Context: an optimization exercise on an open-source flow, tuned for small area. The choices shown serve that exercise and are no tape-out recipe. At most, simulation tests tie the RTL to the original design; equivalence was not proved. Only the layout flow was run in run 1; the RTL was not checked for function there. The clock port is modelled as an ideal driver; clocking choices that lean on that would not hold on a real chip. Power and IR drop assume default switching activity.

--- flow/config.mk ---
export PLATFORM = sky130hd
export DESIGN_NAME = GoodButFixBallMotion
export DESIGN_NICKNAME = GoodButFixBallMotion
export VERILOG_FILES = /design/flow/design.v
export SDC_FILE = /design/flow/constraint.sdc
export NUM_CORES = 4
export LEC_CHECK = 0
export ABC_AREA = 1
export CAP_MARGIN = 20
export CORE_MARGIN = 2
export CORE_UTILIZATION = 40
export SLEW_MARGIN = 20
--- flow/constraint.sdc ---
create_clock -name core_clock -period 10.0 [get_ports {CLOCK_50}]
set_input_delay 2.0000 -clock core_clock [delete_from_list [all_inputs] [get_ports {CLOCK_50}]]
set_output_delay 2.0000 -clock core_clock [all_outputs]
set_load 0.01 [all_outputs]
--- flow/design.v ---
module GoodButFixBallMotion(
		input        CLOCK_50,
		input        resetn,
		input  [3:0] KEY,
		output [7:0] x,
		output [6:0] y,
		output [2:0] colour,
		output       plot
	);
	reg  [2:0] mode;
	reg  [7:0] X;
	reg  [6:0] Y;
	reg        C;
	reg  [6:0] P1, P2;      
	reg  [6:0] BX;          
	reg  [6:0] BY;          
	reg        VXN;         
	reg  [2:0] VY;          
	reg        K;           
	wire [2:0] mode_d;
	wire [7:0] X_d;
	wire [6:0] Y_d, P1_d, P2_d, BX_d, BY_d;
	wire       C_d, VXN_d;
	wire [2:0] VY_d;
	wire       K_d;
	pong_next nx(resetn, KEY, mode, X, Y, C, P1, P2, BX, BY, VXN, VY, K,
		mode_d, X_d, Y_d, C_d, P1_d, P2_d, BX_d, BY_d, VXN_d, VY_d, K_d,
		x, y, colour, plot);
	always @(posedge CLOCK_50) begin
		mode <= mode_d;
		X    <= X_d;
		Y    <= Y_d;
		C    <= C_d;
		P1   <= P1_d;
		P2   <= P2_d;
		BX   <= BX_d;
		BY   <= BY_d;
		VXN  <= VXN_d;
		VY   <= VY_d;
		K    <= K_d;
	end
endmodule
module pong_next(
		input            resetn,
		input      [3:0] KEY,
		input      [2:0] mode,
		input      [7:0] X,
		input      [6:0] Y,
		input            C,
		input      [6:0] P1, P2, BX, BY,
		input            VXN,
		input      [2:0] VY,
		input            K,
		output reg [2:0] mode_d,
		output reg [7:0] X_d,
		output reg [6:0] Y_d,
		output reg       C_d,
		output reg [6:0] P1_d, P2_d, BX_d, BY_d,
		output reg       VXN_d,
		output reg [2:0] VY_d,
		output           K_d,
		output     [7:0] x,
		output     [6:0] y,
		output     [2:0] colour,
		output           plot
	);
	function ge8(input [7:0] a, input [7:0] k);
		integer i;
		begin
			ge8 = 1'b1;
			for (i = 0; i < 8; i = i + 1)
				ge8 = k[i] ? (a[i] & ge8) : (a[i] | ge8);
		end
	endfunction
	function le8(input [7:0] a, input [7:0] k);
		integer i;
		begin
			le8 = 1'b1;
			for (i = 0; i < 8; i = i + 1)
				le8 = k[i] ? (~a[i] | le8) : (~a[i] & le8);
		end
	endfunction
	function [7:0] diff7(input [6:0] a, input [6:0] b);
		integer i;
		reg c;
		begin
			c = 1'b0;
			for (i = 0; i < 7; i = i + 1) begin
				diff7[i] = a[i] ^ ~b[i] ^ c;
				c = (a[i] & ~b[i]) | (c & (a[i] ^ ~b[i]));
			end
			diff7[7] = c;
		end
	endfunction
	function [6:0] adds7(input [6:0] a, input [2:0] b);
		integer i;
		reg c, bi;
		begin
			c = 1'b0;
			for (i = 0; i < 7; i = i + 1) begin
				bi = b[(i < 2) ? i : 2];
				adds7[i] = a[i] ^ bi ^ c;
				c = (a[i] & bi) | (c & (a[i] ^ bi));
			end
		end
	endfunction
	function [7:0] inc8(input [7:0] a);
		integer i;
		reg t;
		begin
			t = 1'b1;
			for (i = 0; i < 8; i = i + 1) begin
				inc8[i] = a[i] ^ t;
				t = t & a[i];
			end
		end
	endfunction
	function [6:0] incdec7(input [6:0] a, input en, input dn);
		integer i;
		reg t;
		begin
			t = en;
			for (i = 0; i < 7; i = i + 1) begin
				incdec7[i] = a[i] ^ t;
				t = t & (a[i] ^ dn);
			end
		end
	endfunction
	localparam [2:0] M_UPD   = 3'b000;
	localparam [2:0] M_RESET = 3'b001;
	localparam [2:0] M_D0    = 3'b011;    
	localparam [2:0] M_PAUSE = 3'b100;
	localparam [2:0] M_DRAW  = 3'b101;
	localparam [2:0] M_ERASE = 3'b111;
	wire upd   = (mode == M_UPD);
	wire y120  = &Y[6:3];               
	wire x160  = X[7] & X[5];           
	wire x159  = X[7] & (&X[4:0]);
	wire dup   = x160 & ~y120;
	wire [7:0] xo = {X[7:6], X[5] & ~dup, X[4:0] | {5{dup}}};
	assign plot   = mode[0];
	assign x      = xo;
	assign y      = Y;
	assign colour = {2'b00, C};
	wire [7:0] xinc = inc8(X);
	wire [7:0] yinc8 = inc8({1'b0, Y});
	wire [6:0] yinc = yinc8[6:0];
	wire       psel = upd ? BX[6] : xo[7];
	wire [6:0] Pm   = psel ? P2 : P1;
	wire [6:0] Am   = upd ? BY : Y;
	wire [7:0] S    = diff7(Am, Pm);        
	wire       pm6  = (Pm[6:3] != 4'd0) | (Pm[2] & Pm[1]);    
	wire       pm7  = (Pm[6:3] != 4'd0) | (&Pm[2:0]);         
	wire k     = (xinc[7:1] == BX);
	assign K_d = k;
	wire in_bx = (BX != 7'd0) & (k | (K & xo[0]) | (dup & (BX == 7'd79)));
	wire [7:0] SB   = diff7(Y, BY);         
	wire in_by = (BY[6:1] != 6'd0) & ((Y == BY) | (yinc == BY) | ({1'b0, Y} == {1'b0, BY} + 8'd1));
	wire in_p  = pm6 & ge8(S, 8'd122) & le8(S, 8'd132) &
	             (xo == 8'd3 || xo == 8'd4 || xo == 8'd155 || xo == 8'd156);
	wire f = in_p | (in_bx & in_by);
	wire near6 = ge8(S, 8'd121) & le8(S, 8'd133) & pm6;   
	wire face1 = (BX == 7'd3)  & near6;
	wire face2 = (BX == 7'd76) & ge8(S, 8'd120) & le8(S, 8'd134) & pm7;
	wire side  = ((BX == 7'd2) | (BX == 7'd77)) & near6;
	wire wall  = ((BY == 7'd2) | (BY == 7'd117)) & (BX[6:1] != 6'd0) &
	             ~(BX[6] & (BX[5] | BX[4] | (&BX[3:0])));    
	wire face  = face1 | face2;
	wire up    = face1 ? le8(S, 8'd125) : le8(S, 8'd130);
	wire mid   = face1 & ge8(S, 8'd126) & le8(S, 8'd128);
	wire [2:0] vym = {VY[2] ^ ~(VY[1] | VY[0]), VY[1] ^ ~VY[0], ~VY[0]};   
	wire [2:0] vyp = {VY[2] ^ (VY[1] & VY[0]), VY[1] ^ VY[0], ~VY[0]};      
	reg  [2:0] nVY;
	always @(*) begin
		if (wall | side)  nVY = ~vym;           
		else if (!face)   nVY = VY;
		else if (mid)     nVY = 3'd0;
		else if (up)      nVY = vym;
		else              nVY = vyp;
	end
	wire p1dn = ~KEY[2] & (P1[6:2] != 5'd0);                        
	wire p1up = ~KEY[3] & ~(&P1[6:4] & (P1[3] | P1[2]));            
	wire p2dn = ~KEY[0] & (P2[6:2] != 5'd0);
	wire p2up = ~KEY[1] & ~(&P2[6:4] & (P2[3] | P2[2]));
	always @(*) begin
		mode_d = mode; X_d = X; Y_d = Y; C_d = C; P1_d = P1; P2_d = P2;
		BX_d = BX; BY_d = BY; VXN_d = VXN; VY_d = VY;
		if (!resetn) begin
			mode_d = M_RESET;
			X_d = 8'd156;
			Y_d = 7'd0;
			C_d = 1'b0;
			P1_d = 7'd59;
			P2_d = 7'd59;
			BX_d = 7'd40;
			BY_d = 7'd59;
			VXN_d = 1'b0;
			VY_d = 3'd0;
		end else begin
			P1_d = incdec7(P1, upd & (p1dn | p1up), p1dn);
			P2_d = incdec7(P2, upd & (p2dn | p2up), p2dn);
			BX_d = incdec7(BX, upd, VXN);
			VXN_d = VXN ^ (upd & face & ~wall);
			if (upd) begin
				VY_d = nVY;
				BY_d = adds7(BY, VY);
			end
			case (mode)
				M_RESET: mode_d = M_UPD;
				M_UPD:   mode_d = X[5] ? M_DRAW : M_D0;
				default: begin
					if (mode == M_D0) begin
						X_d = 8'd0;
						Y_d = 7'd0;
					end else if (x160) begin
						X_d = (y120 && mode == M_PAUSE) ? 8'd28 : 8'd0;
						Y_d = y120 ? ((mode == M_PAUSE) ? 7'd82 : 7'd0) : yinc;
					end else
						X_d = xinc;
					if (x159 && y120) begin
						case (mode)
							M_DRAW:  mode_d = M_PAUSE;
							M_PAUSE: mode_d = M_ERASE;
							default: mode_d = M_UPD;
						endcase
					end else if (mode == M_D0)
						mode_d = M_DRAW;
					if (mode == M_ERASE)
						C_d = 1'b0;
					else if (mode != M_PAUSE && !(x159 && !y120))
						C_d = f;
				end
			endcase
		end
	end
endmodule
--- flow/flow/run.sh ---
#!/bin/bash
# Own layout flow: the standard synthesis, then an area re-mapping of its
# combinational logic (flip-flops untouched; each candidate is checked
# equivalent to the standard netlist with ABC's cec, and the smallest is kept),
# then the standard layout with buf_1 port buffers and no CTS dummy loads.
set -euo pipefail
WORK=$(pwd)
FLOWDIR=$WORK/flow
R=$WORK/orfs/results/$FLOW_PLATFORM/GoodButFixBallMotion/base
LIB=$FLOW_HOME/platforms/$FLOW_PLATFORM/lib/sky130_fd_sc_hd__tt_025C_1v80.lib

export BUFFER_PORTS_ARGS="-buffer_cell sky130_fd_sc_hd__buf_1"
export CTS_ARGS="-sink_clustering_enable -repair_clock_nets -dont_use_dummy_load"

bash standard.sh synth > $WORK/synth.log 2>&1

cp $R/1_2_yosys.v $WORK/std_netlist.v
yosys -q -l $WORK/blif_std_netlist.log -p "read_liberty -ignore_miss_func $LIB; read_verilog $WORK/std_netlist.v; hierarchy -top $FLOW_TOP; flatten; opt_clean; techmap; opt_clean; write_blif -gates $WORK/std_netlist.blif" > /dev/null 2>&1

DU=""
for c in $(cat $FLOWDIR/dont_use.txt); do DU="$DU -dont_use $c"; done
NC=${NUM_CORES:-4}
cands=""
for t in 1 2 3 4 5 6 7 8; do
  ROUND="strash;\&get,-n;\&deepsyn,-T,15,-S,$t;\&put;dch;amap"
  sed -e "s#@LIB@#$LIB#g" -e "s#@IN@#$WORK/std_netlist.v#" -e "s#@TOP@#$FLOW_TOP#g" \
      -e "s#@DONTUSE@#$DU#" -e "s#@OUT@#$WORK/reopt_$t.v#" \
      -e "s#@SCRIPT@#$ROUND;$ROUND;$ROUND;topo#" \
      $FLOWDIR/reopt.ys.in > $WORK/reopt_$t.ys
  ( yosys -l $WORK/reopt_$t.log -q $WORK/reopt_$t.ys > /dev/null 2>&1 &&
    yosys -q -l $WORK/blif_reopt_$t.log -p "read_liberty -ignore_miss_func $LIB; read_verilog $WORK/reopt_$t.v; hierarchy -top $FLOW_TOP; flatten; opt_clean; techmap; opt_clean; write_blif -gates $WORK/reopt_$t.blif" > /dev/null 2>&1 &&
    yosys-abc -c "cec -n $WORK/std_netlist.blif $WORK/reopt_$t.blif" > $WORK/cec_$t.log 2>&1 ) || true &
  cands="$cands $t"
  if (( t % NC == 0 )); then wait; fi
done
wait
best=""
for t in $cands; do
  if [[ -f $WORK/cec_$t.log ]] && grep -q "Networks are equivalent" $WORK/cec_$t.log; then
    a=$(grep "Chip area" $WORK/reopt_$t.log | tail -1 | awk '{print $NF}')
    echo "candidate $t area $a" >> $WORK/reopt_choice.log
    if [[ -z "$best" ]] || awk "BEGIN{exit !($a < $besta)}"; then best=$t; besta=$a; fi
  else
    echo "candidate $t not proven equivalent" >> $WORK/reopt_choice.log
  fi
done
if [[ -n "$best" ]]; then
  echo "using candidate $best" >> $WORK/reopt_choice.log
  cp $WORK/reopt_$best.v $R/1_2_yosys.v
  touch $R/1_2_yosys.v
else
  echo "no equivalent candidate, keeping the standard netlist" >> $WORK/reopt_choice.log
fi

bash standard.sh > $WORK/layout.log 2>&1
--- flow/flow/dont_use.txt ---
sky130_fd_sc_hd__probe_p_8 sky130_fd_sc_hd__probec_p_8 sky130_fd_sc_hd__lpflow_bleeder_1 sky130_fd_sc_hd__lpflow_clkbufkapwr_1 sky130_fd_sc_hd__lpflow_clkbufkapwr_16 sky130_fd_sc_hd__lpflow_clkbufkapwr_2 sky130_fd_sc_hd__lpflow_clkbufkapwr_4 sky130_fd_sc_hd__lpflow_clkbufkapwr_8 sky130_fd_sc_hd__lpflow_clkinvkapwr_1 sky130_fd_sc_hd__lpflow_clkinvkapwr_16 sky130_fd_sc_hd__lpflow_clkinvkapwr_2 sky130_fd_sc_hd__lpflow_clkinvkapwr_4 sky130_fd_sc_hd__lpflow_clkinvkapwr_8 sky130_fd_sc_hd__lpflow_decapkapwr_12 sky130_fd_sc_hd__lpflow_decapkapwr_3 sky130_fd_sc_hd__lpflow_decapkapwr_4 sky130_fd_sc_hd__lpflow_decapkapwr_6 sky130_fd_sc_hd__lpflow_decapkapwr_8 sky130_fd_sc_hd__lpflow_inputiso0n_1 sky130_fd_sc_hd__lpflow_inputiso0p_1 sky130_fd_sc_hd__lpflow_inputiso1n_1 sky130_fd_sc_hd__lpflow_inputiso1p_1 sky130_fd_sc_hd__lpflow_inputisolatch_1 sky130_fd_sc_hd__lpflow_isobufsrc_1 sky130_fd_sc_hd__lpflow_isobufsrc_16 sky130_fd_sc_hd__lpflow_isobufsrc_2 sky130_fd_sc_hd__lpflow_isobufsrc_4 sky130_fd_sc_hd__lpflow_isobufsrc_8 sky130_fd_sc_hd__lpflow_isobufsrckapwr_16 sky130_fd_sc_hd__lpflow_lsbuf_lh_hl_isowell_tap_1 sky130_fd_sc_hd__lpflow_lsbuf_lh_hl_isowell_tap_2 sky130_fd_sc_hd__lpflow_lsbuf_lh_hl_isowell_tap_4 sky130_fd_sc_hd__lpflow_lsbuf_lh_isowell_4 sky130_fd_sc_hd__lpflow_lsbuf_lh_isowell_tap_1 sky130_fd_sc_hd__lpflow_lsbuf_lh_isowell_tap_2 sky130_fd_sc_hd__lpflow_lsbuf_lh_isowell_tap_4 
--- flow/flow/reopt.ys.in ---
# Re-map the combinational logic of the standard synthesis netlist for area.
# The flip-flops are kept as they are (same instances, names and cells).
read_liberty -ignore_miss_func @LIB@
read_verilog @IN@
hierarchy -top @TOP@
setattr -mod -set keep_hierarchy 1 sky130_fd_sc_hd__*df* sky130_fd_sc_hd__*dl*
flatten
opt_clean -purge
abc -liberty @LIB@ @DONTUSE@ -script +@SCRIPT@
opt_clean -purge
hilomap -hicell sky130_fd_sc_hd__conb_1 HI -locell sky130_fd_sc_hd__conb_1 LO
splitnets
# internal net names private, so that output ports need no assign statements
rename -hide w:* x:* %d
opt_clean -purge
stat -liberty @LIB@
select @TOP@
write_verilog -noattr -noexpr -nohex -nodec -selected @OUT@
--- flow/standard.sh ---
#!/bin/bash
# synth_recipe.tcl (not shown) runs the flow's synth.tcl, then flattens the netlist and writes it again
# the make line also repeats each setting of config.mk as NAME=value (left out here)
make -C /OpenROAD-flow-scripts/flow DESIGN_CONFIG=/design/flow/config.mk WORK_HOME=/design/flow/orfs CLKGATE_MAP_FILE= SYNTH_SCRIPT=/design/flow/synth_recipe.tcl "${@:-finish}"
==> results.tsv, run 1 <==
metric	value	unit
unrepaired setup endpoints after global routing	no	
Reg power frac	0.375	
die area	0.00892	mm^2
largest net degree at the start of global routing	24	
DP Cell Count	623	
crit-path max FO	16	
Relative slew margins	0.599	
Static Leak	1.13	nW
CP arrival	7.47	ns
synthesized cell area	0.00327	mm^2
vias in the first global route	3197	
share of layout cells above drive strength 1	0.0171	
drt via density	5.70	
die height	94.4	um
Peak supply drop	70.0	uV
Clock transition at path regs	0.10	ns
final setup fails	0	
Setup TNS	0	ns
Tightest Pin Transition	0.586	ns
crit path max-delay cell type	o22ai_1	
grt ovf	0	
synthesized area per cell	6.61	um^2
fmax	0.138	GHz
Die X	94.4	um
outcome	finished clean	
DR pass1 iterations	5	
# DRC	0	
Layout Skew	0.0229	ns
most common cell after layout, fill and taps aside	nor2_1	
post-CTS setup repair buffer count	0	
I/O Buffers	22	
Comb pwr share	0.459	
first-pass GRT wire length	15100	um
synth-to-layout area growth	9.45	%
final hold vios	0	
# diodes	0	
final period utilization	0.724	
nets	534	
CP most frequent cell	clkinv_1	
H-tree depth	2	
Avg WL per Cell	14.3	um
clk buf depth	2	
critical path endpoint category	flip-flop	
worst-case reg-to-reg path depth	37	
Worst-Skew Late Latency	0.31	ns
CTS sink count	52	
CTS tree	done	
CTS buffer count	5	
Placer Congestion	0.909	
worst setup margin	2.76	ns
post-route ant nets	0	
Hold WS	0.507	ns
Final Max Tran Viols	0	
sw frac	0.439	
commonest cells after routing, fill and taps aside	nor2_1, clkinv_1, dfxtp_1	
routed vias	3579	
hold buffers post-CTS	0	
starting density of the core	0.419	
WS Path Type	flip-flop to flip-flop	
Core Rows	32	
crit start category	flip-flop	
Syn. warnings	2	
post-cts sizing count	0	
Place WS	2.88	ns
initial antenna violation count	0	
Hold Path Class	flip-flop to flip-flop	
Synth Net Count	501	
Ports	25	
total core area	0.00781	mm^2
CP Data Required Time	10.23	ns
Clk pwr share	0.165	
post-layout min period	7.24	ns
internal power	381	uW
Net Sw Power	298	uW
Root Buffer Master	clkbuf_8	
CP peak stage delay	0.59	ns
Synth Instances	495	
Routed WL	8960	um
Post-Layout Cell Count	628	
hold depth	2	
Initial DRC Count	324	
Max Cap Violations	0	
All-Layer GR Usage	0.211	
Pwr Density	190	mW/mm^2
DPL Wire Length	6820	um
[worst max-delay path, delay by kind of cell, from the launching register on]
kind                   cells  cell delay, ns
AOI/OAI and AO/OA         16            3.50
buffers and inverters      9            1.76
and+or+nand+nor           12            1.52
DFF                        1            0.37
[metrics by stage]
| step | instance area (um^2) | utilization | total power [mW] |
|---|---|---|---|
| finish | 3580 | 0.458 | 0.679 |
| CTS | 3580 | 0.458 | 0.681 |
| global placement | 3510 | 0.450 | 0.562 |
| floorplan | 3270 | - | 0.488 |
| detailed placement | 3510 | 0.450 | 0.568 |
| global route | 3580 | 0.458 | 0.740 |
[sequential cells by signal, summed over array words and instances, names as in the netlist]
| signal | flops |
|---|---|
| X | 8 |
| BX | 7 |
| BY | 7 |
| P1 | 7 |
| P2 | 7 |
| Y | 7 |
| VY | 3 |
| mode | 3 |
| C | 1 |
| K | 1 |
| VXN | 1 |
[power by group through the flow]
stage               registers [mW]  clock network (mW)  logic (mW)
floorplan                    0.255                   0       0.233
global placement             0.259                   0       0.303
detailed placement           0.259                   0       0.308
CTS                          0.255               0.116       0.310
global route                 0.258               0.126       0.356
finish                       0.255               0.112       0.312
[worst paths after layout]
path,startpoint,slack (ns),to
worst min register to register,P2[6],0.51,P2[6]
worst max-delay path,mode[2],2.76,VY[2]
worst max register to register,mode[2],2.76,VY[2]
worst min-delay path,P2[6],0.51,P2[6]
[cell type report]
type	count	area, um^2
Clock buffer	5	68.8
Fill cell	842	4230
Inverter	77	289
Multi-Input combinational cell	366	1940
Sequential cell	52	1040
Tap cell	102	128
Timing Repair Buffer	26	113
[layer usage]
metal  GRT usage  vias to the layer above  wire [um]
met5           0                        -          0
met4      0.0688                        0        170
met3      0.0351                       15        413
met2       0.354                      118       4100
met1       0.277                     1587       4270
li1            -                     1859          -
==> inputs of run 2 (changes only) <==
--- a/flow/design.v
+++ b/flow/design.v
@@ -16,16 +16,13 @@
 	reg  [6:0] BY;          
 	reg        VXN;         
 	reg  [2:0] VY;          
-	reg        K;           
 	wire [2:0] mode_d;
 	wire [7:0] X_d;
 	wire [6:0] Y_d, P1_d, P2_d, BX_d, BY_d;
 	wire       C_d, VXN_d;
 	wire [2:0] VY_d;
-	wire       K_d;
-	pong_next nx(resetn, KEY, mode, X, Y, C, P1, P2, BX, BY, VXN, VY, K,
-		mode_d, X_d, Y_d, C_d, P1_d, P2_d, BX_d, BY_d, VXN_d, VY_d, K_d,
-		x, y, colour, plot);
+	pong_next nx(resetn, KEY, mode, X, Y, C, P1, P2, BX, BY, VXN, VY,
+		mode_d, X_d, Y_d, C_d, P1_d, P2_d, BX_d, BY_d, VXN_d, VY_d, x, y, colour, plot);
 	always @(posedge CLOCK_50) begin
 		mode <= mode_d;
 		X    <= X_d;
@@ -37,7 +34,6 @@
 		BY   <= BY_d;
 		VXN  <= VXN_d;
 		VY   <= VY_d;
-		K    <= K_d;
 	end
 endmodule
 module pong_next(
@@ -50,7 +46,6 @@
 		input      [6:0] P1, P2, BX, BY,
 		input            VXN,
 		input      [2:0] VY,
-		input            K,
 		output reg [2:0] mode_d,
 		output reg [7:0] X_d,
 		output reg [6:0] Y_d,
@@ -58,7 +53,6 @@
 		output reg [6:0] P1_d, P2_d, BX_d, BY_d,
 		output reg       VXN_d,
 		output reg [2:0] VY_d,
-		output           K_d,
 		output     [7:0] x,
 		output     [6:0] y,
 		output     [2:0] colour,
@@ -151,9 +145,8 @@
 	wire [7:0] S    = diff7(Am, Pm);        
 	wire       pm6  = (Pm[6:3] != 4'd0) | (Pm[2] & Pm[1]);    
 	wire       pm7  = (Pm[6:3] != 4'd0) | (&Pm[2:0]);         
-	wire k     = (xinc[7:1] == BX);
-	assign K_d = k;
-	wire in_bx = (BX != 7'd0) & (k | (K & xo[0]) | (dup & (BX == 7'd79)));
+	wire [6:0] u    = xo[7:1];
+	wire in_bx = (BX != 7'd0) & ((u == BX) | (xo[0] & (xinc[7:1] == BX)));
 	wire [7:0] SB   = diff7(Y, BY);         
 	wire in_by = (BY[6:1] != 6'd0) & ((Y == BY) | (yinc == BY) | ({1'b0, Y} == {1'b0, BY} + 8'd1));
 	wire in_p  = pm6 & ge8(S, 8'd122) & le8(S, 8'd132) &
--- a/flow/flow/run.sh
+++ b/flow/flow/run.sh
@@ -2,7 +2,8 @@
 # Own layout flow: the standard synthesis, then an area re-mapping of its
 # combinational logic (flip-flops untouched; each candidate is checked
 # equivalent to the standard netlist with ABC's cec, and the smallest is kept),
-# then the standard layout with buf_1 port buffers and no CTS dummy loads.
+# then the standard layout with buf_1 port buffers and a clock tree of two
+# clkbuf_16 buffers (the standard CTS, without dummy loads, as a fallback).
 set -euo pipefail
 WORK=$(pwd)
 FLOWDIR=$WORK/flow
@@ -21,7 +22,7 @@
 for c in $(cat $FLOWDIR/dont_use.txt); do DU="$DU -dont_use $c"; done
 NC=${NUM_CORES:-4}
 cands=""
-for t in 1 2 3 4 5 6 7 8; do
+for t in $(seq 1 16); do
   ROUND="strash;\&get,-n;\&deepsyn,-T,15,-S,$t;\&put;dch;amap"
   sed -e "s#@LIB@#$LIB#g" -e "s#@IN@#$WORK/std_netlist.v#" -e "s#@TOP@#$FLOW_TOP#g" \
       -e "s#@DONTUSE@#$DU#" -e "s#@OUT@#$WORK/reopt_$t.v#" \
@@ -52,4 +53,20 @@
   echo "no equivalent candidate, keeping the standard netlist" >> $WORK/reopt_choice.log
 fi
 
+# placement, then a clock tree of two strong buffers in place of CTS (the
+# standard CTS is kept if its clock slew estimate is too high)
+bash standard.sh place > $WORK/place.log 2>&1
+if LIB=$LIB IN_ODB=$R/3_place.odb IN_SDC=$R/3_place.sdc OUT_ODB=$WORK/clock.odb OUT_SDC=$WORK/clock.sdc \
+   NBUF=2 CLKBUF=sky130_fd_sc_hd__clkbuf_16 CLKNET=CLOCK_50 MAX_SLEW=0.115 \
+   openroad -no_init -exit $FLOWDIR/clock.tcl > $WORK/clock.log 2>&1 && [[ -f $WORK/clock.odb && -f $WORK/clock.sdc ]]; then
+  cp $WORK/clock.odb $R/4_1_cts.odb
+  sleep 1
+  cp $WORK/clock.odb $R/4_cts.odb
+  sleep 1
+  cp $WORK/clock.sdc $R/4_cts.sdc
+  echo "own clock tree" >> $WORK/reopt_choice.log
+else
+  echo "standard CTS" >> $WORK/reopt_choice.log
+fi
+
 bash standard.sh > $WORK/layout.log 2>&1
==> flow/flow/clock.tcl (new file) <==
# Clock tree of a few strong buffers: the flip-flops are split by position
# into NBUF groups of equal size, each driven by one buffer placed at the
# group's centre, all fed straight from the clock port. Writes the design
# with its SDC (clocks propagated) as the CTS step's results.
read_liberty $::env(LIB)
read_db $::env(IN_ODB)
read_sdc $::env(IN_SDC)
source $::env(FLOW_HOME)/platforms/$::env(FLOW_PLATFORM)/setRC.tcl
set dbu [[ord::get_db_tech] getDbUnitsPerMicron]
set sinks {}
foreach p [get_pins -hierarchical */CLK] {
  set bb [[[sta::sta_to_db_pin $p] getInst] getBBox]
  lappend sinks [list [expr ([$bb xMin] + [$bb xMax]) / 2] [expr ([$bb yMin] + [$bb yMax]) / 2] [get_full_name $p]]
}
set N $::env(NBUF)
set sinks [lsort -integer -index 0 $sinks]
set n [llength $sinks]
for {set g 0} {$g < $N} {incr g} {
  set grp [lrange $sinks [expr $g * $n / $N] [expr ($g + 1) * $n / $N - 1]]
  set sx 0; set sy 0; set pins {}
  foreach s $grp { set sx [expr $sx + [lindex $s 0]]; set sy [expr $sy + [lindex $s 1]]; lappend pins [get_pins [lindex $s 2]] }
  set cx [expr double($sx) / [llength $grp] / $dbu]
  set cy [expr double($sy) / [llength $grp] / $dbu]
  insert_buffer -buffer_cell $::env(CLKBUF) -net $::env(CLKNET) -load_pins $pins -location [list $cx $cy] \
    -buffer_name clkbuf_leaf_$g -net_name clknet_leaf_$g
  puts "group $g: [llength $grp] sinks, buffer at $cx $cy"
}
detailed_placement
check_placement -verbose
set_propagated_clock [all_clocks]
estimate_parasitics -placement
set worst 0
foreach p [get_pins -hierarchical */CLK] {
  foreach r {slew_max_rise slew_max_fall} { set v [get_property $p $r]; if {$v > $worst} {set worst $v} }
}
puts "worst flip-flop clock slew $worst"
report_clock_skew
report_checks -path_delay min
report_worst_slack -min
report_worst_slack -max
if {$worst > $::env(MAX_SLEW)} {
  puts "clock slew estimate too high"
  exit 1
}
write_db $::env(OUT_ODB)
write_sdc $::env(OUT_SDC)
--- a/flow/config.mk
+++ b/flow/config.mk
@@ -9,4 +9,5 @@
 export CAP_MARGIN = 20
 export CORE_MARGIN = 2
 export CORE_UTILIZATION = 40
+export GPL_TIMING_DRIVEN = 0
 export SLEW_MARGIN = 20
==> results.tsv, run 2 <==
metric	value	unit	change
Hold Path Class	flip-flop to flip-flop		unchanged
busiest grt layer	met2		unchanged
Static Leak	1.12	nW	was 1.13 nW
CP startpoint	mode[2]		unchanged
Tightest Pin Transition	0.910	ns	was 0.586 ns
final period utilization	0.802		was 0.724
vias in the first global route	3243		was 3,197
grt ovf	0		unchanged
Largest register FFs	8		unchanged
Pwr Density	272	mW/mm^2	was 190 mW/mm^2
CP Data Required Time	10.07	ns	was 10.23 ns
post-layout min period	8.02	ns	was 7.24 ns
Avg WL per Cell	14.4	um	was 14.3 um
Synth Instances	495		unchanged
final hold vios	0		unchanged
total core area	0.00781	mm^2	unchanged
Max Cap Violations	0		unchanged
r2r startpoint	mode[2]		unchanged
Ports	25		unchanged
I/O Buffers	22		unchanged
synth-to-layout area growth	8.09	%	was 9.45%
Relative slew margins	0.393		was 0.599
Syn. warnings	2		unchanged
R2R Setup Slk	1.98	ns	was 2.76 ns
Synth Net Count	501		unchanged
Placer Congestion	0.890		was 0.909
commonest cells after routing, fill and taps aside	nor2_1, clkinv_1, o21ai_0		was nor2_1, clkinv_1, dfxtp_1
routed vias	3610		was 3,579
GRT met3 Usage	0.00963		was 0.0351
fmax	0.125	GHz	was 0.138 GHz
crit path max-delay cell type	o22ai_1		unchanged
All-Layer GR Usage	0.203		was 0.211
Core Rows	32		unchanged
Setup crit end	VY[2]		unchanged
met1 Use GR	0.278		was 0.277
starting density of the core	0.416		was 0.419
register with the most flip-flops	X		unchanged
drt via density	5.81		was 5.70
largest net degree at the start of global routing	27		was 24
Final Max Tran Viols	0		unchanged
CP peak stage delay	0.68	ns	was 0.59 ns
synthesized area per cell	6.56	um^2	was 6.61 um^2
# diodes	0		unchanged
r2r endpoint	VY[2]		unchanged
CP most frequent cell	clkinv_1		unchanged
Setup TNS	0	ns	unchanged
WS Path Type	flip-flop to flip-flop		unchanged
critical path endpoint category	flip-flop		unchanged
M2 GR Usage	0.353		was 0.354
first-pass GRT wire length	15000	um	was 15,100 um
unrepaired setup endpoints after global routing	no		unchanged
Clock transition at path regs	0.11	ns	was 0.10 ns
CP arrival	8.09	ns	was 7.47 ns
Die X	94.1	um	was 94.4 um
worst-case reg-to-reg path depth	28		was 37
Initial DRC Count	168		was 324
Peak supply drop	143	uV	was 70.0 uV
nets	527		was 534
crit-path max FO	17		was 16
die area	0.00886	mm^2	was 0.00892 mm^2
share of layout cells above drive strength 1	0.00578		was 0.0171
initial antenna violation count	0		unchanged
synthesized cell area	0.00325	mm^2	was 0.00327 mm^2
die height	94.1	um	was 94.4 um
outcome	finished clean		unchanged
crit start category	flip-flop		unchanged
final setup fails	0		unchanged
DPL Wire Length	6810	um	was 6820 um
most common cell after layout, fill and taps aside	nor2_1		unchanged
Layout Skew	0.0134	ns	was 0.0229 ns
post-route ant nets	0		unchanged
Hold WS	0.513	ns	was 0.507 ns
Routed WL	8960	um	about the same
Worst-Skew Late Latency	0.17	ns	was 0.31 ns
# DRC	0		unchanged
DR pass1 iterations	5		unchanged
run 2: metrics by stage:
step                utilization  cells  power (mW)  worst slack [ns]  area [um^2]
floorplan                     -    495       0.712              3.70         3250
global placement          0.443    619       0.838              1.69         3460
detailed placement        0.443    619       0.856              1.99         3460
global route              0.450    621        1.05              1.06         3510
finish                    0.450    621       0.956              1.98         3510
run 2: routing by layer:
layer	part of all wire	routed length [um]
met1	0.48	4300
met2	0.45	4020
met3	0.047	421
met4	0.024	214
met5	0	0
run 2: worst max-delay path: cells and delay by family (launching register included):
| kind | cells | cell delay [ns] |
|---|---|---|
| buffers and inverters | 6 | 1.67 |
| AO/OA/AOI/OAI | 16 | 4.11 |
| flip-flops | 1 | 0.38 |
| AND/OR/NAND/NOR | 6 | 1.75 |
run 2: worst min-delay path by stage:
stage	cells after the start	from	end
after floorplan	2	VXN	VXN
after global placement	2	P2[6]	P2[6]
after detailed placement	2	VXN	VXN
after global routing	2	VXN	VXN
final	2	VXN	VXN
run 2: where the power goes:
| group | switching, mW | internal, mW |
|---|---|---|
| Sequential | 0.0455 | 0.239 |
| Clock | 0.0552 | 0.0370 |
| Combinational | 0.392 | 0.187 |
| Total | 0.493 | 0.463 |
run 2: final cells by class:
cell class              instances  area, um^2
repair buffers                 22        82.6
clock buffers                   2        50.0
multi-input cells             370        1950
well taps                     102         128
inverters                      74         278
fillers                       870        4300
flip-flops and latches         51        1020
==> inputs of run 3 (changes only) <==
--- a/flow/flow/run.sh
+++ b/flow/flow/run.sh
@@ -22,7 +22,7 @@
 for c in $(cat $FLOWDIR/dont_use.txt); do DU="$DU -dont_use $c"; done
 NC=${NUM_CORES:-4}
 cands=""
-for t in $(seq 1 16); do
+for t in 1 2 3 4 5 6 7 8; do
   ROUND="strash;\&get,-n;\&deepsyn,-T,15,-S,$t;\&put;dch;amap"
   sed -e "s#@LIB@#$LIB#g" -e "s#@IN@#$WORK/std_netlist.v#" -e "s#@TOP@#$FLOW_TOP#g" \
       -e "s#@DONTUSE@#$DU#" -e "s#@OUT@#$WORK/reopt_$t.v#" \
==> results.tsv, run 3 <==
metric	value	unit	change
total core area	0.00781	mm^2	unchanged
Worst-Skew Late Latency	0.17	ns	about the same
Initial DRC Count	223		was 168
CP bufs+invs	4		was 6
Clock transition at path regs	0.10	ns	was 0.11 ns
post-layout min period	7.35	ns	was 8.02 ns
top sig layer	met4		unchanged
synthesized cell area	0.00326	mm^2	was 0.00325 mm^2
Top delay family on crit path	simple AND/OR/NAND/NOR gates		was compound AO/OA/AOI/OAI gates
final-layout fill cell count	821		was 870
Hold WS	0.494	ns	was 0.513 ns
register with the most flip-flops	X		unchanged
drt via density	5.77		was 5.81
Setup TNS	0	ns	unchanged
DR pass1 iterations	5		unchanged
crit path max-delay cell type	nor2_1		was o22ai_1
Largest register FFs	8		unchanged
Routed WL	8880	um	was 8960 um
Synth Net Count	505		was 501
DPL Wire Length	6870	um	was 6810 um
nets	531		was 527
outcome	finished clean		unchanged
Final Max Tran Viols	0		unchanged
CP peak stage delay	0.77	ns	was 0.68 ns
I/O Buffers	22		unchanged
Die X	94.3	um	was 94.1 um
synth-to-layout area growth	7.98	%	was 8.09%
first-pass GRT wire length	15200	um	was 15,000 um
CP Data Required Time	10.10	ns	was 10.07 ns
Static Leak	1.13	nW	was 1.12 nW
total power	860	uW	was 956 uW
die area	0.00889	mm^2	was 0.00886 mm^2
die height	94.3	um	was 94.1 um
crit start category	flip-flop		unchanged
CP most frequent cell	nand2_1		was clkinv_1
Avg WL per Cell	14.2	um	was 14.4 um
Relative slew margins	0.338		was 0.393
Syn. warnings	2		unchanged
Ports	25		unchanged
critical path endpoint category	flip-flop		unchanged
largest net degree at the start of global routing	28		was 27
final setup fails	0		unchanged
WS Path Type	flip-flop to flip-flop		unchanged
All-Layer GR Usage	0.206		was 0.203
M1 WL	4310	um	was 4300 um
Tightest Pin Transition	0.990	ns	was 0.910 ns
starting density of the core	0.417		was 0.416
Multi-input gate area	0.00198	mm^2	was 0.00195 mm^2
vias in the first global route	3233		was 3,243
Placer Congestion	0.968		was 0.890
commonest cells after routing, fill and taps aside	nor2_1, clkinv_1, dfxtp_1		was nor2_1, clkinv_1, o21ai_0
crit-path max FO	15		was 17
share of layout cells above drive strength 1	0.00382		was 0.00578
Hold Path Class	flip-flop to flip-flop		unchanged
Max Cap Violations	0		unchanged
Pwr Density	244	mW/mm^2	was 272 mW/mm^2
Synth Instances	499		was 495
unrepaired setup endpoints after global routing	no		unchanged
final period utilization	0.735		was 0.802
CP arrival	7.45	ns	was 8.09 ns
# diodes	0		unchanged
Layout Skew	0.0108	ns	was 0.0134 ns
Core Rows	32		unchanged
Routed met2 length	3930	um	was 4020 um
final hold vios	0		unchanged
initial antenna violation count	0		unchanged
grt ovf	0		unchanged
Reg area	0.00102	mm^2	unchanged
post-route ant nets	0		unchanged
Peak supply drop	104	uV	was 143 uV
routed vias	3609		was 3,610
synthesized area per cell	6.53	um^2	was 6.56 um^2
WL met3	475	um	was 421 um
most common cell after layout, fill and taps aside	nor2_1		unchanged
fmax	0.136	GHz	was 0.125 GHz
# DRC	0		unchanged
## run 3: final timing paths
path                              start     to  slack [ns]  cells past startpoint
worst max register to register  mode[1]  VY[1]        2.65                     30
worst min register to register     Y[0]   Y[0]        0.49                      1
worst min-delay path               Y[0]   Y[0]        0.49                      1
worst max-delay path            mode[1]  VY[1]        2.65                     30
## run 3: metrics by stage
stage	area, um^2	setup slack (ns)	instances	util
detailed placement	3470	2.72	623	0.444
global route	3520	1.64	625	0.451
global placement	3470	2.80	623	0.444
finish	3520	2.65	625	0.451
floorplan	3260	4.25	499	-
## run 3: area by class of cell
type / count / share of cell area
clock buffers: 2 / 0.0142
inverters: 69 / 0.0736
multi-input cells: 379 / 0.562
flip-flops and latches: 51 / 0.290
well taps: 102 / 0.0363
repair buffers: 22 / 0.0235
## run 3: power by group
part | switching (mW) | internal (mW) | leakage [nW] | total (mW)
registers | 0.0417 | 0.234 | 0.415 | 0.276
logic | 0.326 | 0.167 | 0.687 | 0.493
clock network | 0.0537 | 0.0370 | 0.0246 | 0.0907
total | 0.422 | 0.438 | 1.13 | 0.860
## run 3: worst register-to-register path, delay by kind of cell (launching register included)
family / cells / cell delay, ns
buffers and inverters: 4 / 1.43
AOI/OAI and AO/OA: 11 / 2.23
DFF: 1 / 0.35
and+or+nand+nor: 15 / 3.28
## run 3: metal layers
layer  track usage  vias to the layer above
li1              -                     1868
met1         0.302                     1614
met2         0.338                      112
met3       0.00963                       15
met4        0.0362                        0
met5             0                        -
==> inputs of run 4 (changes only) <==
--- a/flow/design.v
+++ b/flow/design.v
@@ -126,7 +126,10 @@
 	localparam [2:0] M_PAUSE = 3'b100;
 	localparam [2:0] M_DRAW  = 3'b101;
 	localparam [2:0] M_ERASE = 3'b111;
-	wire upd   = (mode == M_UPD);
+	wire upd   = ~mode[2] & ~mode[1] & ~mode[0];
+	wire m_d0  = ~mode[2] & mode[1];
+	wire m_ps  = mode[2] & ~mode[0];
+	wire m_er  = mode[2] & mode[1];
 	wire y120  = &Y[6:3];               
 	wire x160  = X[7] & X[5];           
 	wire x159  = X[7] & (&X[4:0]);
@@ -198,29 +201,25 @@
 				VY_d = nVY;
 				BY_d = adds7(BY, VY);
 			end
-			case (mode)
-				M_RESET: mode_d = M_UPD;
-				M_UPD:   mode_d = X[5] ? M_DRAW : M_D0;
+			case ({mode[2] | mode[1], mode[0]})
+				2'b01:   mode_d = M_UPD;                      
+				2'b00:   mode_d = X[5] ? M_DRAW : M_D0;       
 				default: begin
-					if (mode == M_D0) begin
+					if (m_d0) begin
 						X_d = 8'd0;
 						Y_d = 7'd0;
 					end else if (x160) begin
-						X_d = (y120 && mode == M_PAUSE) ? 8'd28 : 8'd0;
-						Y_d = y120 ? ((mode == M_PAUSE) ? 7'd82 : 7'd0) : yinc;
+						X_d = (y120 && m_ps) ? 8'd28 : 8'd0;
+						Y_d = y120 ? (m_ps ? 7'd82 : 7'd0) : yinc;
 					end else
 						X_d = xinc;
-					if (x159 && y120) begin
-						case (mode)
-							M_DRAW:  mode_d = M_PAUSE;
-							M_PAUSE: mode_d = M_ERASE;
-							default: mode_d = M_UPD;
-						endcase
-					end else if (mode == M_D0)
+					if (x159 && y120)
+						mode_d = m_er ? M_UPD : m_ps ? M_ERASE : M_PAUSE;
+					else if (m_d0)
 						mode_d = M_DRAW;
-					if (mode == M_ERASE)
+					if (m_er)
 						C_d = 1'b0;
-					else if (mode != M_PAUSE && !(x159 && !y120))
+					else if (!m_ps && !(x159 && !y120))
 						C_d = f;
 				end
 			endcase
--- a/flow/flow/run.sh
+++ b/flow/flow/run.sh
@@ -22,7 +22,7 @@
 for c in $(cat $FLOWDIR/dont_use.txt); do DU="$DU -dont_use $c"; done
 NC=${NUM_CORES:-4}
 cands=""
-for t in 1 2 3 4 5 6 7 8; do
+for t in $(seq 1 16); do
   ROUND="strash;\&get,-n;\&deepsyn,-T,15,-S,$t;\&put;dch;amap"
   sed -e "s#@LIB@#$LIB#g" -e "s#@IN@#$WORK/std_netlist.v#" -e "s#@TOP@#$FLOW_TOP#g" \
       -e "s#@DONTUSE@#$DU#" -e "s#@OUT@#$WORK/reopt_$t.v#" \
==> results.tsv, run 4 <==
metric	value	unit	change
synthesized area per cell	6.76	um^2	was 6.53 um^2
Ports	25		unchanged
# diodes	0		unchanged
I/O Buffers	22		unchanged
critical path endpoint category	flip-flop		unchanged
Syn. warnings	2		unchanged
Tightest Pin Transition	1.03	ns	was 0.990 ns
Max Cap Violations	0		unchanged
share of layout cells above drive strength 1	0.00800		was 0.00382
Placer Congestion	0.892		was 0.968
Hold Path Class	flip-flop to flip-flop		unchanged
Core Rows	32		unchanged
vias in the first global route	3192		was 3,233
synthesized cell area	0.00321	mm^2	was 0.00326 mm^2
CP Data Required Time	10.09	ns	was 10.10 ns
crit-path max FO	17		was 15
Peak supply drop	124	uV	was 104 uV
Final Max Tran Viols	0		unchanged
design area	0.00350	mm^2	was 0.00352 mm^2
M1 WL	4480	um	was 4310 um
unrepaired setup endpoints after global routing	no		unchanged
DP Cell Count	599		was 623
first-pass GRT wire length	15000	um	was 15,200 um
most common cell after layout, fill and taps aside	clkinv_1		was nor2_1
final-layout fill cell count	825		was 821
Routed WL	8870	um	was 8880 um
post-layout min period	7.99	ns	was 7.35 ns
Synth Instances	475		was 499
crit start category	flip-flop		unchanged
Routed met2 length	4000	um	was 3930 um
grt ovf	0		unchanged
Layout Skew	0.0127	ns	was 0.0108 ns
Clock transition at path regs	0.11	ns	was 0.10 ns
starting density of the core	0.413		was 0.417
largest net degree at the start of global routing	33		was 28
initial antenna violation count	0		unchanged
Synth Net Count	481		was 505
commonest cells after routing, fill and taps aside	clkinv_1, nor2_1, o21ai_0		was nor2_1, clkinv_1, dfxtp_1
WL met3	313	um	was 475 um
final period utilization	0.799		was 0.735
outcome	finished clean		unchanged
die area	0.00876	mm^2	was 0.00889 mm^2
total core area	0.00777	mm^2	was 0.00781 mm^2
Placement Cell Area	0.00342	mm^2	was 0.00347 mm^2
nets	508		was 531
register with the most flip-flops	X		unchanged
synth-to-layout area growth	9.04	%	was 7.98%
Relative slew margins	0.304		was 0.338
DR pass1 iterations	4		was 5
post-route ant nets	0		unchanged
Post-Layout Cell Count	602		was 625
CP arrival	8.08	ns	was 7.45 ns
CP most frequent cell	nand2_1		unchanged
final hold vios	0		unchanged
Setup TNS	0	ns	unchanged
Largest register FFs	8		unchanged
top sig layer	met4		unchanged
drt via density	5.76		was 5.77
DPL Wire Length	6760	um	was 6870 um
All-Layer GR Usage	0.204		was 0.206
crit path max-delay cell type	o22ai_1		was nor2_1
fmax	0.125	GHz	was 0.136 GHz
Worst-Skew Late Latency	0.17	ns	about the same
Static Leak	1.09	nW	was 1.13 nW
Die X	93.6	um	was 94.3 um
Avg WL per Cell	14.7	um	was 14.2 um
CP peak stage delay	0.70	ns	was 0.77 ns
die height	93.6	um	was 94.3 um
# DRC	0		unchanged
Initial DRC Count	249		was 223
WS Path Type	flip-flop to flip-flop		unchanged
Place WS	2.14	ns	was 2.72 ns
final setup fails	0		unchanged
worst setup margin	2.01	ns	was 2.65 ns
routed vias	3466		was 3,609
Pwr Density	196	mW/mm^2	was 244 mW/mm^2
run 4: layout make-up:
cell class / count / area, um^2 / share of cell area
clock buffers: 2 / 50.0 / 0.0143
inverters: 76 / 285 / 0.0815
multi-input cells: 348 / 1910 / 0.545
flip-flops and latches: 51 / 1020 / 0.292
well taps: 102 / 128 / 0.0365
repair buffers: 23 / 110 / 0.0315
run 4: metal layers:
| metal | up-vias | global-route usage |
|---|---|---|
| li1 | 1815 | - |
| met1 | 1560 | 0.305 |
| met2 | 84 | 0.335 |
| met3 | 7 | 0.0105 |
| met4 | 0 | 0.0205 |
| met5 | - | 0 |
run 4: worst paths after layout:
path                            startpoint    end  slack (ns)  cells after the start
worst min register to register        X[0]   X[0]        0.50                      1
worst min-delay path                  X[0]   X[0]        0.50                      1
worst max-delay path               mode[2]  VY[1]        2.01                     32
worst max register to register     mode[2]  VY[1]        2.01                     32
run 4: power by group:
part / internal [mW] / switching, mW
Clock: 0.0370 / 0.0545
Combinational: 0.111 / 0.227
Sequential: 0.228 / 0.0290
run 4: critical path, delay by kind of cell, from the launching register on:
kind	cells	cell delay, ns
and+or+nand+nor	18	3.55
DFF	1	0.34
buffers and inverters	4	1.33
AOI/OAI and AO/OA	10	2.70
run 4: through the flow:
stage	hold slack, ns	util	total power [mW]
floorplan	0.452	-	0.509
finish	0.502	0.451	0.686
global route	0.532	0.451	0.744
detailed placement	0.487	0.441	0.593
global placement	0.479	0.440	0.586
==> inputs of run 5 (changes only) <==
--- a/flow/flow/run.sh
+++ b/flow/flow/run.sh
@@ -23,7 +23,7 @@
 NC=${NUM_CORES:-4}
 cands=""
 for t in $(seq 1 16); do
-  ROUND="strash;\&get,-n;\&deepsyn,-T,15,-S,$t;\&put;dch;amap"
+  ROUND="strash;\&get,-n;\&deepsyn,-T,25,-S,$t;\&put;dch;amap"
   sed -e "s#@LIB@#$LIB#g" -e "s#@IN@#$WORK/std_netlist.v#" -e "s#@TOP@#$FLOW_TOP#g" \
       -e "s#@DONTUSE@#$DU#" -e "s#@OUT@#$WORK/reopt_$t.v#" \
       -e "s#@SCRIPT@#$ROUND;$ROUND;$ROUND;topo#" \
@@ -47,7 +47,16 @@
 done
 if [[ -n "$best" ]]; then
   echo "using candidate $best" >> $WORK/reopt_choice.log
-  cp $WORK/reopt_$best.v $R/1_2_yosys.v
+  cp $WORK/reopt_$best.v $WORK/chosen.v
+  # stronger drivers for the nets of highest fanout (the reset), checked again
+  if python3 $FLOWDIR/upsize.py $LIB $WORK/reopt_$best.v $WORK/upsized.v 20 $FLOWDIR/dont_use.txt > $WORK/upsize.log 2>&1 &&
+     yosys -q -l $WORK/blif_upsized.log -p "read_liberty -ignore_miss_func $LIB; read_verilog $WORK/upsized.v; hierarchy -top $FLOW_TOP; flatten; opt_clean; techmap; opt_clean; write_blif -gates $WORK/upsized.blif" > /dev/null 2>&1 &&
+     yosys-abc -c "cec -n $WORK/std_netlist.blif $WORK/upsized.blif" > $WORK/cec_upsized.log 2>&1 &&
+     grep -q "Networks are equivalent" $WORK/cec_upsized.log; then
+    cp $WORK/upsized.v $WORK/chosen.v
+    echo "upsized high-fanout drivers" >> $WORK/reopt_choice.log
+  fi
+  cp $WORK/chosen.v $R/1_2_yosys.v
   touch $R/1_2_yosys.v
 else
   echo "no equivalent candidate, keeping the standard netlist" >> $WORK/reopt_choice.log
==> flow/flow/upsize.py (new file) <==
#!/usr/bin/env python3
"""Give the drivers of high-fanout nets a stronger cell of the same function
(size 1 -> size 4, else size 2), so that the layout's repairs need no buffers
for them.  usage: upsize.py LIB IN.v OUT.v MIN_FANOUT [DONT_USE_FILE]"""
import re, sys
lib, src, dst, minfo = sys.argv[1], sys.argv[2], sys.argv[3], int(sys.argv[4])
dont = set(open(sys.argv[5]).read().split()) if len(sys.argv) > 5 else set()
cells = set(re.findall(r'cell\s*\(\s*"?(sky130_fd_sc_hd__\w+)"?\s*\)', open(lib).read()))
net = open(src).read()
insts = list(re.finditer(r'(sky130_fd_sc_hd__\w+)(\s+)(\\?\S+)\s*\((.*?)\);', net, re.S))
drv, fo = {}, {}
for m in insts:
    for p, v in re.findall(r'\.(\w+)\(([^()]*?)\)', m.group(4)):
        v = v.strip()
        if p in ('X', 'Y'):
            drv[v] = m
        elif p not in ('Q', 'HI', 'LO', 'SUM', 'COUT'):
            fo[v] = fo.get(v, 0) + 1
swap = {}
for v, n in fo.items():
    m = drv.get(v)
    if n < minfo or m is None:
        continue
    t = m.group(1)
    if not t.endswith('_1'):
        continue
    for size in ('4', '2'):
        u = t[:-1] + size
        if u in cells and u not in dont:
            swap[m.start()] = (t, u)
            print(f"{m.group(3)}: {t} -> {u} (fanout {n} on {v})")
            break
out, last = [], 0
for pos in sorted(swap):
    t, u = swap[pos]
    out.append(net[last:pos]); out.append(u); last = pos + len(t)
out.append(net[last:])
open(dst, 'w').write(''.join(out))
==> results.tsv, run 5 <==
metric	value	unit	change
most common cell after layout, fill and taps aside	nor2_1		was clkinv_1
final setup fails	0		unchanged
CP peak stage delay	0.73	ns	was 0.70 ns
starting density of the core	0.417		was 0.413
synthesized cell area	0.00324	mm^2	was 0.00321 mm^2
Comb pwr share	0.511		was 0.492
Reg power frac	0.346		was 0.374
CP arrival	7.65	ns	was 8.08 ns
Setup TNS	0	ns	unchanged
# diodes	0		unchanged
Worst-Skew Late Latency	0.31	ns	was 0.17 ns
Net Sw Power	371	uW	was 310 uW
r2r startpoint	mode[2]		unchanged
Tightest Pin Transition	0.907	ns	was 1.03 ns
WS Path Type	flip-flop to flip-flop		unchanged
die height	94.0	um	was 93.6 um
I/O Buffers	22		unchanged
Root Buffer Master	clkbuf_8		
DR pass1 iterations	5		was 4
Synth Instances	483		was 475
post-CTS setup repair buffer count	0		
final period utilization	0.743		was 0.799
share of layout cells above drive strength 1	0.0137		was 0.00800
fmax	0.135	GHz	was 0.125 GHz
post-route ant nets	0		unchanged
DPL Wire Length	6850	um	was 6760 um
Core Rows	32		unchanged
Syn. warnings	2		unchanged
clk buf depth	2		
synth-to-layout area growth	8.69	%	was 9.04%
nets	518		was 508
final hold vios	0		unchanged
internal power	413	uW	was 376 uW
drt via density	5.81		was 5.76
Initial DRC Count	182		was 249
Post-Layout Cell Count	612		was 602
die area	0.00883	mm^2	was 0.00876 mm^2
Relative slew margins	0.396		was 0.304
CTS buffer count	5		
outcome	finished clean		unchanged
critical path endpoint category	flip-flop		unchanged
Die X	94.0	um	was 93.6 um
routed vias	3556		was 3,466
DP Cell Count	607		was 599
crit start category	flip-flop		unchanged
Placer Congestion	0.910		was 0.892
total power	784	uW	was 686 uW
sw frac	0.473		was 0.452
Layout Skew	0.0220	ns	was 0.0127 ns
unrepaired setup endpoints after global routing	no		unchanged
crit-path max FO	15		was 17
Routed WL	8970	um	was 8870 um
largest net degree at the start of global routing	29		was 33
Final Max Tran Viols	0		unchanged
first-pass GRT wire length	15400	um	was 15,000 um
post-cts sizing count	0		
Peak supply drop	107	uV	was 124 uV
total core area	0.00777	mm^2	unchanged
grt ovf	0		unchanged
Max Cap Violations	0		unchanged
Hold Path Class	flip-flop to flip-flop		unchanged
CP Data Required Time	10.23	ns	was 10.09 ns
commonest cells after routing, fill and taps aside	nor2_1, clkinv_1, dfxtp_1		was clkinv_1, nor2_1, o21ai_0
CTS sink count	51		
# DRC	0		unchanged
synthesized area per cell	6.71	um^2	was 6.76 um^2
hold path startpoint	P2[6]		was X[0]
crit path max-delay cell type	o22ai_1		unchanged
All-Layer GR Usage	0.215		was 0.204
Static Leak	1.07	nW	was 1.09 nW
Pwr Density	223	mW/mm^2	was 196 mW/mm^2
register with the most flip-flops	X		unchanged
CP startpoint	mode[2]		unchanged
Avg WL per Cell	14.7	um	about the same
H-tree depth	2		
CP most frequent cell	nor2_1		was nand2_1
vias in the first global route	3272		was 3,192
post-layout min period	7.43	ns	was 7.99 ns
Clock transition at path regs	0.11	ns	about the same
initial antenna violation count	0		unchanged
Largest register FFs	8		unchanged
hold buffers post-CTS	0		
Clk pwr share	0.143		was 0.133
Synth Net Count	489		was 481
CTS tree	done		
Ports	25		unchanged
run 5: changes by cell type in the layout (fill, tap and decap cells not counted), sizes merged, moves of 3 or more:
cell,previous run,this run
a21oi,37,29
a221oi,10,3
a2111oi,3,0
o221ai,18,15
nor4,5,8
clkinv,76,70
a31oi,4,11
o221a,0,3
clkbuf,2,5
o211ai,0,4
o21ai,58,44
nor2,76,98
a211oi,12,15
run 5: path summary, 6_finish.rpt:
check        slack [ns]    end  cells after the start
max                2.57  VY[2]                     29
min                0.51  P2[6]                      2
max reg2reg        2.57  VY[2]                     29
min reg2reg        0.51  P2[6]                      2
run 5: power by group through the flow:
stage	Combinational (mW)	Clock (mW)	Sequential [mW]
floorplan	0.305	0	0.266
global placement	0.387	0	0.275
detailed placement	0.392	0	0.275
CTS	0.395	0.116	0.270
global route	0.454	0.123	0.276
finish	0.400	0.112	0.271
run 5: worst max-delay path: cells and delay by family, from the launching register on:
family	cells	cell delay, ns
compound gates	12	2.86
simple gates	14	2.81
buf+inv	3	1.26
flops	1	0.39
run 5: cell type report:
type,count,area [um^2]
Tap cell,102,128
Timing Repair Buffer,22,82.6
Clock buffer,5,68.8
Sequential cell,51,1020
Fill cell,825,4250
Multi-Input combinational cell,362,1950
Inverter,70,268
run 5: stage by stage:
step	util	instance area [um^2]	hold slack, ns	setup WS, ns
final	0.453	3520	0.513	2.57
after floorplan	-	3240	0.462	4.04
after CTS	0.453	3520	0.511	2.26
after global routing	0.453	3520	0.527	1.68
after detailed placement	0.444	3450	0.496	2.37
after global placement	0.444	3450	0.492	2.38
run 5: per-layer routing:
layer	global-route usage	vias to the layer above	share of wire
met5	0	-	0
met4	0.0531	0	0.0090
met3	0.0297	7	0.045
met2	0.351	96	0.46
met1	0.300	1611	0.48
li1	-	1842	-
==> inputs of run 6 (changes only) <==
--- a/flow/flow/run.sh
+++ b/flow/flow/run.sh
@@ -22,8 +22,8 @@
 for c in $(cat $FLOWDIR/dont_use.txt); do DU="$DU -dont_use $c"; done
 NC=${NUM_CORES:-4}
 cands=""
-for t in $(seq 1 16); do
-  ROUND="strash;\&get,-n;\&deepsyn,-T,25,-S,$t;\&put;dch;amap"
+for t in $(seq 1 32); do
+  ROUND="strash;\&get,-n;\&deepsyn,-T,15,-S,$t;\&put;dch;amap"
   sed -e "s#@LIB@#$LIB#g" -e "s#@IN@#$WORK/std_netlist.v#" -e "s#@TOP@#$FLOW_TOP#g" \
       -e "s#@DONTUSE@#$DU#" -e "s#@OUT@#$WORK/reopt_$t.v#" \
       -e "s#@SCRIPT@#$ROUND;$ROUND;$ROUND;topo#" \
==> results.tsv, run 6 <==
metric	value	unit	change
outcome	finished clean		unchanged
WS Path Type	flip-flop to flip-flop		unchanged
Synth Net Count	481		was 489
Synth Instances	475		was 483
Reg power frac	0.373		was 0.346
Die X	93.6	um	was 94.0 um
synth-to-layout area growth	8.17	%	was 8.69%
register with the most flip-flops	X		unchanged
first-pass GRT wire length	14700	um	was 15,400 um
Largest register FFs	8		unchanged
Setup TNS	0	ns	unchanged
# diodes	0		unchanged
Hold WS	0.504	ns	was 0.513 ns
routed vias	3453		was 3,556
r2r startpoint	mode[2]		unchanged
starting density of the core	0.414		was 0.417
share of layout cells above drive strength 1	0.00802		was 0.0137
Core Rows	32		unchanged
critical path endpoint category	flip-flop		unchanged
CP most frequent cell	nand2_1		was nor2_1
Clk pwr share	0.136		was 0.143
CP peak stage delay	0.69	ns	was 0.73 ns
Setup crit end	VY[1]		was VY[2]
unrepaired setup endpoints after global routing	no		unchanged
Placer Congestion	0.908		was 0.910
Core Util, Final	0.448		was 0.453
sw frac	0.455		was 0.473
design area	0.00348	mm^2	was 0.00352 mm^2
die height	93.6	um	was 94.0 um
post-layout min period	8.02	ns	was 7.43 ns
Initial DRC Count	247		was 182
Relative slew margins	0.295		was 0.396
synthesized area per cell	6.77	um^2	was 6.71 um^2
post-route ant nets	0		unchanged
Max Cap Violations	0		unchanged
Tightest Pin Transition	1.05	ns	was 0.907 ns
CP arrival	8.12	ns	was 7.65 ns
Comb pwr share	0.490		was 0.511
DR pass1 iterations	4		was 5
Ports	25		unchanged
CP startpoint	mode[2]		unchanged
drt via density	5.75		was 5.81
vias in the first global route	3066		was 3,272
crit path max-delay cell type	o22ai_1		unchanged
commonest cells after routing, fill and taps aside	clkinv_1, nor2_1, o21ai_0		was nor2_1, clkinv_1, dfxtp_1
Net Sw Power	314	uW	was 371 uW
crit-path max FO	17		was 15
fmax	0.125	GHz	was 0.135 GHz
Avg WL per Cell	14.6	um	was 14.7 um
Peak supply drop	121	uV	was 107 uV
synthesized cell area	0.00321	mm^2	was 0.00324 mm^2
grt ovf	0		unchanged
die area	0.00877	mm^2	was 0.00883 mm^2
CP Data Required Time	10.10	ns	was 10.23 ns
worst-case reg-to-reg path depth	32		was 29
All-Layer GR Usage	0.201		was 0.215
final period utilization	0.802		was 0.743
total core area	0.00777	mm^2	unchanged
Static Leak	1.08	nW	was 1.07 nW
Syn. warnings	2		unchanged
crit start category	flip-flop		unchanged
Clock transition at path regs	0.11	ns	about the same
DPL Wire Length	6620	um	was 6850 um
Layout Skew	0.0129	ns	was 0.0220 ns
Hold Path Class	flip-flop to flip-flop		unchanged
largest net degree at the start of global routing	33		was 29
Worst-Skew Late Latency	0.17	ns	was 0.31 ns
I/O Buffers	22		unchanged
# DRC	0		unchanged
Pwr Density	198	mW/mm^2	was 223 mW/mm^2
Placement Cell Area	0.00343	mm^2	was 0.00345 mm^2
initial antenna violation count	0		unchanged
internal power	375	uW	was 413 uW
Place WS	2.14	ns	was 2.37 ns
Routed WL	8770	um	was 8970 um
final hold vios	0		unchanged
nets	507		was 518
r2r endpoint	VY[1]		was VY[2]
Final Max Tran Viols	0		unchanged
R2R Setup Slk	1.98	ns	was 2.57 ns
worst setup margin	1.98	ns	was 2.57 ns
final setup fails	0		unchanged
-- run 6: changes by cell type in the layout (fill, tap and decap cells not counted), moves of 5 or more --
cell	delta
a21oi_1	+8
a221oi_1	+7
a31oi_1	-7
clkbuf_8	-5
clkinv_1	+6
nor2_1	-22
o21ai_0	+15
-- run 6: power groups by stage --
stage               sequential (mW)  clock [mW]  combinational [mW]
floorplan                     0.256           0               0.253
global placement              0.260           0               0.326
detailed placement            0.261           0               0.330
global route                  0.260       0.103               0.379
finish                        0.257      0.0940               0.338
-- run 6: worst max-delay path: cells and delay by family (launching register included) --
kind | cells | cell delay [ns]
AOI/OAI and AO/OA | 10 | 2.68
DFF | 1 | 0.35
buffers and inverters | 4 | 1.33
and+or+nand+nor | 18 | 3.57
-- run 6: per-layer routing --
layer | routed length (um) | track usage
met2 | 3900 | 0.334
met3 | 409 | 0.0105
met1 | 4410 | 0.301
met4 | 44 | 0.0109
met5 | 0 | 0
-- run 6: worst min path at each step --
stage               from    to  cells past startpoint
finish              X[0]  X[0]                      1
global route        X[0]  X[0]                      1
detailed placement  X[0]  X[0]                      1
global placement    X[0]  X[0]                      1
floorplan           X[0]  X[0]                      1
-- run 6: stage by stage --
step / std cells / total power [mW]
2_1_floorplan: 475 / 0.509
3_3_place_gp: 599 / 0.587
3_5_place_dp: 599 / 0.591
5_1_grt: 601 / 0.743
6_report: 601 / 0.689
-- run 6: cell type report --
class | count | area [um^2]
fill | 820 | 4290
inverter | 76 | 290
clock buffer | 2 | 50.0
multi-input combinational | 348 | 1910
sequential | 51 | 1020
timing repair buffer | 22 | 82.6
tap | 102 | 128
==> inputs of run 7 (changes only) <==
--- a/flow/flow/run.sh
+++ b/flow/flow/run.sh
@@ -22,7 +22,7 @@
 for c in $(cat $FLOWDIR/dont_use.txt); do DU="$DU -dont_use $c"; done
 NC=${NUM_CORES:-4}
 cands=""
-for t in $(seq 1 32); do
+for t in $(seq 1 16); do
   ROUND="strash;\&get,-n;\&deepsyn,-T,15,-S,$t;\&put;dch;amap"
   sed -e "s#@LIB@#$LIB#g" -e "s#@IN@#$WORK/std_netlist.v#" -e "s#@TOP@#$FLOW_TOP#g" \
       -e "s#@DONTUSE@#$DU#" -e "s#@OUT@#$WORK/reopt_$t.v#" \
==> results.tsv, run 7 <==
metric	value	unit	change
outcome	finished clean		unchanged
DPL Wire Length	6620	um	unchanged
met1 Use GR	0.301		unchanged
M2 GR Usage	0.334		unchanged
starting density of the core	0.414		unchanged
# diodes	0		unchanged
first-pass GRT wire length	14700	um	unchanged
DP Cell Count	599		unchanged
Worst-Skew Late Latency	0.17	ns	about the same
Die X	93.6	um	unchanged
synthesized cell area	0.00321	mm^2	unchanged
Routed WL	8770	um	unchanged
Largest register FFs	8		unchanged
Tightest Pin Transition	1.05	ns	unchanged
Synth Instances	475		unchanged
vias in the first global route	3066		unchanged
drt via density	5.75		unchanged
Hold Path Class	flip-flop to flip-flop		unchanged
commonest cells after routing, fill and taps aside	clkinv_1, nor2_1, o21ai_0		unchanged
Core Rows	32		unchanged
Avg WL per Cell	14.6	um	unchanged
initial antenna violation count	0		unchanged
Relative slew margins	0.295		unchanged
Max Cap Violations	0		unchanged
CP Data Required Time	10.10	ns	about the same
DR pass1 iterations	4		unchanged
Clock transition at path regs	0.11	ns	about the same
I/O Buffers	22		unchanged
WS Path Type	flip-flop to flip-flop		unchanged
critical path endpoint category	flip-flop		unchanged
synthesized area per cell	6.77	um^2	unchanged
r2r endpoint	VY[1]		unchanged
Static Leak	1.08	nW	unchanged
Placer Congestion	0.908		unchanged
Synth Net Count	481		unchanged
crit-path max FO	17		unchanged
synth-to-layout area growth	8.17	%	unchanged
busiest grt layer	met2		unchanged
final period utilization	0.802		unchanged
Final Max Tran Viols	0		unchanged
R2R Setup Slk	1.98	ns	about the same
Peak supply drop	121	uV	unchanged
final hold vios	0		unchanged
crit start category	flip-flop		unchanged
r2r startpoint	mode[2]		unchanged
total core area	0.00777	mm^2	unchanged
# DRC	0		unchanged
Setup crit end	VY[1]		unchanged
Ports	25		unchanged
post-layout min period	8.02	ns	unchanged
Top delay family on crit path	simple AND/OR/NAND/NOR gates		unchanged
crit path max-delay cell type	o22ai_1		unchanged
worst-case reg-to-reg path depth	32		unchanged
fmax	0.125	GHz	unchanged
die area	0.00877	mm^2	unchanged
CP peak stage delay	0.69	ns	about the same
post-route ant nets	0		unchanged
routed vias	3453		unchanged
largest net degree at the start of global routing	33		unchanged
nets	507		unchanged
Pwr Density	198	mW/mm^2	unchanged
Post-Layout Cell Count	601		unchanged
Initial DRC Count	247		unchanged
Layout Skew	0.0129	ns	unchanged
Setup TNS	0	ns	unchanged
CP arrival	8.12	ns	about the same
CP bufs+invs	4		unchanged
All-Layer GR Usage	0.201		unchanged
final setup fails	0		unchanged
CP startpoint	mode[2]		unchanged
Syn. warnings	2		unchanged
unrepaired setup endpoints after global routing	no		unchanged
CP most frequent cell	nand2_1		unchanged
die height	93.6	um	unchanged
GRT met3 Usage	0.0105		unchanged
grt ovf	0		unchanged
share of layout cells above drive strength 1	0.00802		unchanged
critical path depth	32		unchanged
register with the most flip-flops	X		unchanged
run 7: routing by layer:
metal	routed length, um	part of all wire
met1	4410	0.50
met3	409	0.047
met5	0	0
met4	44	0.0050
met2	3900	0.44
run 7: metrics by stage:
step	setup slack [ns]	cell area, um^2	power (mW)	hold WS (ns)	utilization
after floorplan	3.86	3210	0.509	0.452	-
after detailed placement	2.14	3430	0.591	0.487	0.441
after global routing	1.16	3480	0.743	0.530	0.448
after global placement	1.70	3420	0.587	0.481	0.441
final	1.98	3480	0.689	0.504	0.448
run 7: layout make-up:
type / count / area, um^2
inverter: 76 / 290
fill: 820 / 4290
sequential: 51 / 1020
multi-input combinational: 348 / 1910
tap: 102 / 128
clock buffer: 2 / 50.0
timing repair buffer: 22 / 82.6
run 7: worst min-delay path by stage:
stage	start	end	slack [ns]	cells past startpoint
detailed placement	X[0]	X[0]	0.49	1
finish	X[0]	X[0]	0.50	1
floorplan	X[0]	X[0]	0.45	1
global route	X[0]	X[0]	0.53	1
global placement	X[0]	X[0]	0.48	1
run 7: report_power, final:
group	total (mW)	switching (mW)	internal (mW)
clock network	0.0940	0.0568	0.0371
logic	0.338	0.228	0.110
registers	0.257	0.0294	0.228

[re-timing with driven ports]
No port has a modelled driver above. Below, the same layouts with a new extraction and two added sets of constraints.
Step 1 (the two cells are an assumption about what drives the block):
set clk [get_ports {CLOCK_50}]
set_driving_cell -lib_cell sky130_fd_sc_hd__clkbuf_16 $clk
set_driving_cell -lib_cell sky130_fd_sc_hd__buf_2 [delete_from_list [all_inputs] $clk]
Step 2 also shifts input and output timing later by t, the mid clock arrival at the registers, as if the neighbouring blocks saw the same clock.
a / b / c = ideal ports / drivers / drivers and shift; a / b = the first two.
run	t (ns)	setup WS [ns]	cell pins on the clock port's net
run 1	0.334	2.757 / 2.757 / 2.757	1
run 2	0.211	1.978 / 1.978 / 1.978	2
run 3	0.210	2.651 / 2.651 / 2.651	2
run 4	0.210	2.008 / 2.008 / 2.008	2
run 5	0.334	2.572 / 2.572 / 2.572	1
run 6	0.212	1.984 / 1.983 / 1.983	2
run 7	0.212	1.984 / 1.983 / 1.983	2
After both steps every run listed still meets setup and hold.
